This is an optimization exercise on Yosys and OpenROAD, whose aim is small area, not a production implementation.
Only simulation tests tie the RTL to the original design; equivalence was not proved.
No activity file was given, so power comes from the tool's default toggle rates.

// Top
module Top(
input clk,
input reset,
input l_down,
input l_up,
input r_down,
input r_up,
output hsync,
output vsync,
output red0,
output red1,
output red2,
output red3,
output grn0,
output grn1,
output grn2,
output grn3,
output blu0,
output blu1,
output blu2,
output blu3
    );
Size: roughly 150 flip-flops, ~20 I/O pins, about 7200 µm² of cells after synthesis.
Settings: LEC_CHECK=0, CAP_MARGIN=20, CORE_MARGIN=2, CORE_UTILIZATION=60, CTS_BUF_LIST=sky130_fd_sc_hd__clkbuf_8, CTS_CLUSTER_SIZE=50, SLEW_MARGIN=20; clock period 12.0 ns.
standard.sh (not shown) runs the stock make flow with config.mk's settings and CLKGATE_MAP_FILE= SYNTH_SCRIPT=/design/flow/synth_recipe.tcl, a recipe that flattens the netlist after the stock synthesis.
==> flow/flow/run.sh <==
#!/bin/bash
# Own flow: the standard layout (standard.sh), except that ABC maps the
# combinational logic with an area-oriented script (area.abc) instead of
# ORFS's speed script. The synthesis is otherwise ORFS's synth.tcl as
# synth_recipe.tcl runs it, so registers, their names and cell types are the
# standard synthesis's.
set -euo pipefail
here=$(pwd)
mkdir -p "$here/mysynth"
# ORFS's synth.tcl with the ABC script swapped after synth_preamble.tcl
python3 - "$FLOW_HOME/scripts/synth.tcl" "$here/mysynth/synth_mod.tcl" "$here/flow/area.abc" <<'PY'
import sys
src, dst, abc = sys.argv[1:4]
s = open(src).read()
anchor = "source $::env(SCRIPTS_DIR)/synth_preamble.tcl\n"
assert s.count(anchor) == 1
s = s.replace(anchor, anchor + (
    "set abc_args [list -script {%s} {*}$lib_args {*}$lib_dont_use_args"
    " -constr $::env(OBJECTS_DIR)/abc.constr]\n" % abc), 1)
open(dst, "w").write(s)
PY
# synth_recipe.tcl, sourcing the patched synth.tcl
sed "s#source \$::env(SCRIPTS_DIR)/synth.tcl#source $here/mysynth/synth_mod.tcl#" \
    "$here/synth_recipe.tcl" > "$here/mysynth/synth_own.tcl"
grep -q "mysynth/synth_mod.tcl" "$here/mysynth/synth_own.tcl"
bash "$here/standard.sh" SYNTH_SCRIPT="$here/mysynth/synth_own.tcl" finish > "$here/flow_make.log" 2>&1
==> flow/flow/area.abc <==
strash
dch -f
amap
topo
stime -c
Then changed:
Settings changed: CORE_UTILIZATION 60 to 40, CTS_BUF_LIST sky130_fd_sc_hd__clkbuf_8 to default, CTS_CLUSTER_SIZE 50 to default.
Critical path depth does not change. Maximum frequency grows by 1.5%. Wire length grows by about 1.9%. Design area grows by about 2.5%. Worst setup slack gets better by 93 ps. Power grows by 7.5%. Global-route usage shrinks by 8.8 points. Via count shrinks by 3.0%. Cell count grows by 7.7%.
Then changed:
--- a/flow/flow/run.sh
+++ b/flow/flow/run.sh
@@ -25,2 +25,6 @@
 grep -q "mysynth/synth_mod.tcl" "$here/mysynth/synth_own.tcl"
-bash "$here/standard.sh" SYNTH_SCRIPT="$here/mysynth/synth_own.tcl" finish > "$here/flow_make.log" 2>&1
+# CTS without dummy balancing loads; port buffers of the smallest buffer
+bash "$here/standard.sh" SYNTH_SCRIPT="$here/mysynth/synth_own.tcl" \
+    "CTS_ARGS=-sink_clustering_enable -repair_clock_nets -buf_list sky130_fd_sc_hd__clkbuf_8 -dont_use_dummy_load" \
+    "BUFFER_PORTS_ARGS=-buffer_cell sky130_fd_sc_hd__buf_1" \
+    finish > "$here/flow_make.log" 2>&1
==> flow/flow/area.abc (replaced) <==
strash
&get -n
&deepsyn -T 60
&put
dch -f
amap
topo
stime -c
Settings changed: CORE_UTILIZATION 40 to 60.
Outcome: The new run completed without violations. Total power is lower by about 20%. Die area drops by 34%. Global-route usage goes up by 8.1 points. Worst setup slack degrades by 1100 ps. Wire length is lower by about 8%. Sequential cell count stays the same.
Then changed:
==> flow/flow/area.abc (replaced) <==
strash
dch -f
amap
topo
stime -c
Settings changed: CTS_BUF_LIST from default to sky130_fd_sc_hd__clkbuf_8, CTS_CLUSTER_SIZE from default to 50.
After rerunning: The new run finished with timing, DRC and antenna clean; wire length climbs by 7.7%; die area rose by 3.0%; power barely changes; maximum frequency increases by 10%; global-route usage rose by 1.2 points; critical path depth is lower by 3.

========
Setup of run A:
Starting RTL as in the previous note.
export LEC_CHECK = 0
export CAP_MARGIN = 20
export CORE_MARGIN = 2
export CORE_UTILIZATION = 60
export CTS_BUF_LIST = sky130_fd_sc_hd__clkbuf_8
export CTS_CLUSTER_DIAMETER = 200
export CTS_CLUSTER_SIZE = 40
export SLEW_MARGIN = 20
create_clock -name core_clock -period 12.0 [get_ports {clk}]
==> flow/flow/run.sh <==
#!/bin/bash
# Own flow: the standard layout (standard.sh), except that ABC maps the
# combinational logic with an area-oriented script (area.abc) instead of
# ORFS's speed script. The synthesis is otherwise ORFS's synth.tcl as
# synth_recipe.tcl runs it, so registers, their names and cell types are the
# standard synthesis's.
set -euo pipefail
here=$(pwd)
mkdir -p "$here/mysynth"
# ORFS's synth.tcl with the ABC script swapped after synth_preamble.tcl
python3 - "$FLOW_HOME/scripts/synth.tcl" "$here/mysynth/synth_mod.tcl" "$here/flow/area.abc" <<'PY'
import sys
src, dst, abc = sys.argv[1:4]
s = open(src).read()
anchor = "source $::env(SCRIPTS_DIR)/synth_preamble.tcl\n"
assert s.count(anchor) == 1
s = s.replace(anchor, anchor + (
    "set abc_args [list -script {%s} {*}$lib_args {*}$lib_dont_use_args"
    " -constr $::env(OBJECTS_DIR)/abc.constr]\n" % abc), 1)
open(dst, "w").write(s)
PY
# synth_recipe.tcl, sourcing the patched synth.tcl
sed "s#source \$::env(SCRIPTS_DIR)/synth.tcl#source $here/mysynth/synth_mod.tcl#" \
    "$here/synth_recipe.tcl" > "$here/mysynth/synth_own.tcl"
grep -q "mysynth/synth_mod.tcl" "$here/mysynth/synth_own.tcl"
bash "$here/standard.sh" SYNTH_SCRIPT="$here/mysynth/synth_own.tcl" finish > "$here/flow_make.log" 2>&1
==> flow/flow/area.abc <==
strash
dch -f
amap
topo
stime -c
No stage failed in run A, and the final checks on the layout all came back clean.
#### Input delta (run B over run A)
# run A
export LEC_CHECK = 0
export CAP_MARGIN = 20
export CORE_MARGIN = 2
export CORE_UTILIZATION = 60
export CTS_BUF_LIST = sky130_fd_sc_hd__clkbuf_8
export CTS_CLUSTER_DIAMETER = 200
export CTS_CLUSTER_SIZE = 40
export SLEW_MARGIN = 20
create_clock -name core_clock -period 12.0 [get_ports {clk}]
# run B
export LEC_CHECK = 0
export CAP_MARGIN = 20
export CORE_MARGIN = 2
export CORE_UTILIZATION = 60
export GPL_TIMING_DRIVEN = 0
export SLEW_MARGIN = 20
create_clock -name core_clock -period 12.0 [get_ports {clk}]
diff --git a/flow/flow/run.sh b/flow/flow/run.sh
--- a/flow/flow/run.sh
+++ b/flow/flow/run.sh
@@ -24,3 +24,9 @@
     "$here/synth_recipe.tcl" > "$here/mysynth/synth_own.tcl"
 grep -q "mysynth/synth_mod.tcl" "$here/mysynth/synth_own.tcl"
-bash "$here/standard.sh" SYNTH_SCRIPT="$here/mysynth/synth_own.tcl" finish > "$here/flow_make.log" 2>&1
+# CTS without dummy balancing loads; port buffers of the smallest buffer;
+# no pass-through buffers from synthesis (placement is not timing driven, so
+# nothing would remove them)
+bash "$here/standard.sh" SYNTH_SCRIPT="$here/mysynth/synth_own.tcl" \
+    "CTS_ARGS=-sink_clustering_enable -repair_clock_nets -buf_list sky130_fd_sc_hd__clkbuf_8 -dont_use_dummy_load" \
+    "BUFFER_PORTS_ARGS=-buffer_cell sky130_fd_sc_hd__buf_1" SYNTH_INSBUF=0 \
+    finish > "$here/flow_make.log" 2>&1
==> flow/flow/area.abc <==
strash
&get -n
&deepsyn -T 60
&put
dch -f
amap
topo
stime -c
Run A has a higher clock-cell share of area than run B.
Setup WNS run A -> run B: worse
Via count of the routed design (run B vs. run A) decreases by a little under 10%
Changes observed in run B relative to run A: detailed-route vias per instance now sits lower; total area of sequential cells now sits at about the same level.
Of the two values seen for capture point of the critical path, pong_inst.x_ball_n[4] was produced by run B and vga_inst.col by run A.
Input-level comparison between run C and run B:
# run B
export LEC_CHECK = 0
export CAP_MARGIN = 20
export CORE_MARGIN = 2
export CORE_UTILIZATION = 60
export GPL_TIMING_DRIVEN = 0
export SLEW_MARGIN = 20
create_clock -name core_clock -period 12.0 [get_ports {clk}]
# run C
export LEC_CHECK = 0
export CAP_MARGIN = 20
export CORE_MARGIN = 2
export CORE_UTILIZATION = 60
export CTS_BUF_LIST = sky130_fd_sc_hd__clkbuf_16
export CTS_CLUSTER_DIAMETER = 300
export CTS_CLUSTER_SIZE = 80
export SLEW_MARGIN = 20
create_clock -name core_clock -period 12.0 [get_ports {clk}]
diff --git a/flow/flow/run.sh b/flow/flow/run.sh
--- a/flow/flow/run.sh
+++ b/flow/flow/run.sh
@@ -24,9 +24,3 @@
     "$here/synth_recipe.tcl" > "$here/mysynth/synth_own.tcl"
 grep -q "mysynth/synth_mod.tcl" "$here/mysynth/synth_own.tcl"
-# CTS without dummy balancing loads; port buffers of the smallest buffer;
-# no pass-through buffers from synthesis (placement is not timing driven, so
-# nothing would remove them)
-bash "$here/standard.sh" SYNTH_SCRIPT="$here/mysynth/synth_own.tcl" \
-    "CTS_ARGS=-sink_clustering_enable -repair_clock_nets -buf_list sky130_fd_sc_hd__clkbuf_8 -dont_use_dummy_load" \
-    "BUFFER_PORTS_ARGS=-buffer_cell sky130_fd_sc_hd__buf_1" SYNTH_INSBUF=0 \
-    finish > "$here/flow_make.log" 2>&1
+bash "$here/standard.sh" SYNTH_SCRIPT="$here/mysynth/synth_own.tcl" finish > "$here/flow_make.log" 2>&1
==> flow/flow/area.abc <==
strash
dch -f
amap
topo
stime -c
==> comparison <==
- From run B to run C the numbers moved as follows: global-route track usage on met2 went up, switching share of total power went down.
- First element of the critical path = pong_inst.x_ball_n[1]: run B; first element of the critical path = vga_inst.h[0]: run C
- Looking at multi-input gate share of the layout cell area, run C sits 1.4 points above run B.
- Of the two values seen for endpoint of the worst setup timing path, pong_inst.x_ball_n[4] was produced by run B and vga_inst.col by run C.
What run D does differently from run C at the input level:
# run C
export LEC_CHECK = 0
export CAP_MARGIN = 20
export CORE_MARGIN = 2
export CORE_UTILIZATION = 60
export CTS_BUF_LIST = sky130_fd_sc_hd__clkbuf_16
export CTS_CLUSTER_DIAMETER = 300
export CTS_CLUSTER_SIZE = 80
export SLEW_MARGIN = 20
create_clock -name core_clock -period 12.0 [get_ports {clk}]
# run D
export LEC_CHECK = 0
export CAP_MARGIN = 20
export CORE_MARGIN = 2
export CORE_UTILIZATION = 60
export GPL_TIMING_DRIVEN = 0
export SLEW_MARGIN = 20
create_clock -name core_clock -period 12.0 [get_ports {clk}]
diff --git a/flow/flow/run.sh b/flow/flow/run.sh
--- a/flow/flow/run.sh
+++ b/flow/flow/run.sh
@@ -24,3 +24,10 @@
     "$here/synth_recipe.tcl" > "$here/mysynth/synth_own.tcl"
 grep -q "mysynth/synth_mod.tcl" "$here/mysynth/synth_own.tcl"
-bash "$here/standard.sh" SYNTH_SCRIPT="$here/mysynth/synth_own.tcl" finish > "$here/flow_make.log" 2>&1
+# CTS without dummy balancing loads; port buffers of the smallest buffer;
+# no pass-through buffers from synthesis (placement is not timing driven, so
+# nothing would remove them); adders left to ABC rather than mapped to
+# full-adder cells first
+bash "$here/standard.sh" SYNTH_SCRIPT="$here/mysynth/synth_own.tcl" \
+    "CTS_ARGS=-sink_clustering_enable -repair_clock_nets -buf_list sky130_fd_sc_hd__clkbuf_8 -dont_use_dummy_load" \
+    "BUFFER_PORTS_ARGS=-buffer_cell sky130_fd_sc_hd__buf_1" SYNTH_INSBUF=0 ADDER_MAP_FILE= \
+    finish > "$here/flow_make.log" 2>&1
==> flow/flow/area.abc <==
strash
&get -n
&deepsyn -T 60
&put
dch -f
amap
topo
stime -c
Notes after the runs:
On delay of the slowest cell on the worst path: between run C and run D, it ends up higher for run D. Fraction of area in multi-input gates: run D vs run C down 2.1 points. Run C fits on a die that is larger than the die of run D. Share of total power in the clock network for run D is lower than for run C. Summary of run D over run C: final cycle utilization of the critical path decreased 4.6 points; via count dropped 242; critical path depth down 7; number of clock sinks seen by CTS shows no meaningful change; worst setup slack now sits higher. Per the comparison of run D with run C, hold slack saw a decrease; adder-cell share of the synthesized area went down by 8.6 points.

[afterwards: timing with drivers on the ports]
The results above use ideal ports. As a check the final layouts listed here were re-extracted and re-timed, cells and wires unchanged.
Step 1 assumes that a clkbuf_16 drives the clock port and a buf_2 every other input.
Step 2 moves the port delays by t, midway between the first and last clock arrival at a register: inputs arrive t later, outputs are due t later. That takes back most of the time a late clock gives input paths.
a / b / c = ideal / step 1 / step 2; a / b = the first two.
run	t, ns	setup WS [ns]	worst slew at a driven data input, ns
the first run of note 1	0.483	5.646 / 5.646 / 5.646	0.03
the second run of note 1	0.459	5.739 / 5.739 / 5.739	0.03
the third run of note 1	0.477	4.633 / 4.633 / 4.633	0.03
the fourth run of note 1	0.471	5.330 / 5.330 / 5.330	0.03
run A	0.483	5.646 / 5.646 / 5.646	0.03
run B	0.470	4.292 / 4.292 / 4.292	0.03
run C	0.464	5.630 / 5.630 / 5.630	0.03
run D	0.476	6.180 / 6.180 / 6.180	0.03
After both steps setup and hold are still met in every run listed.
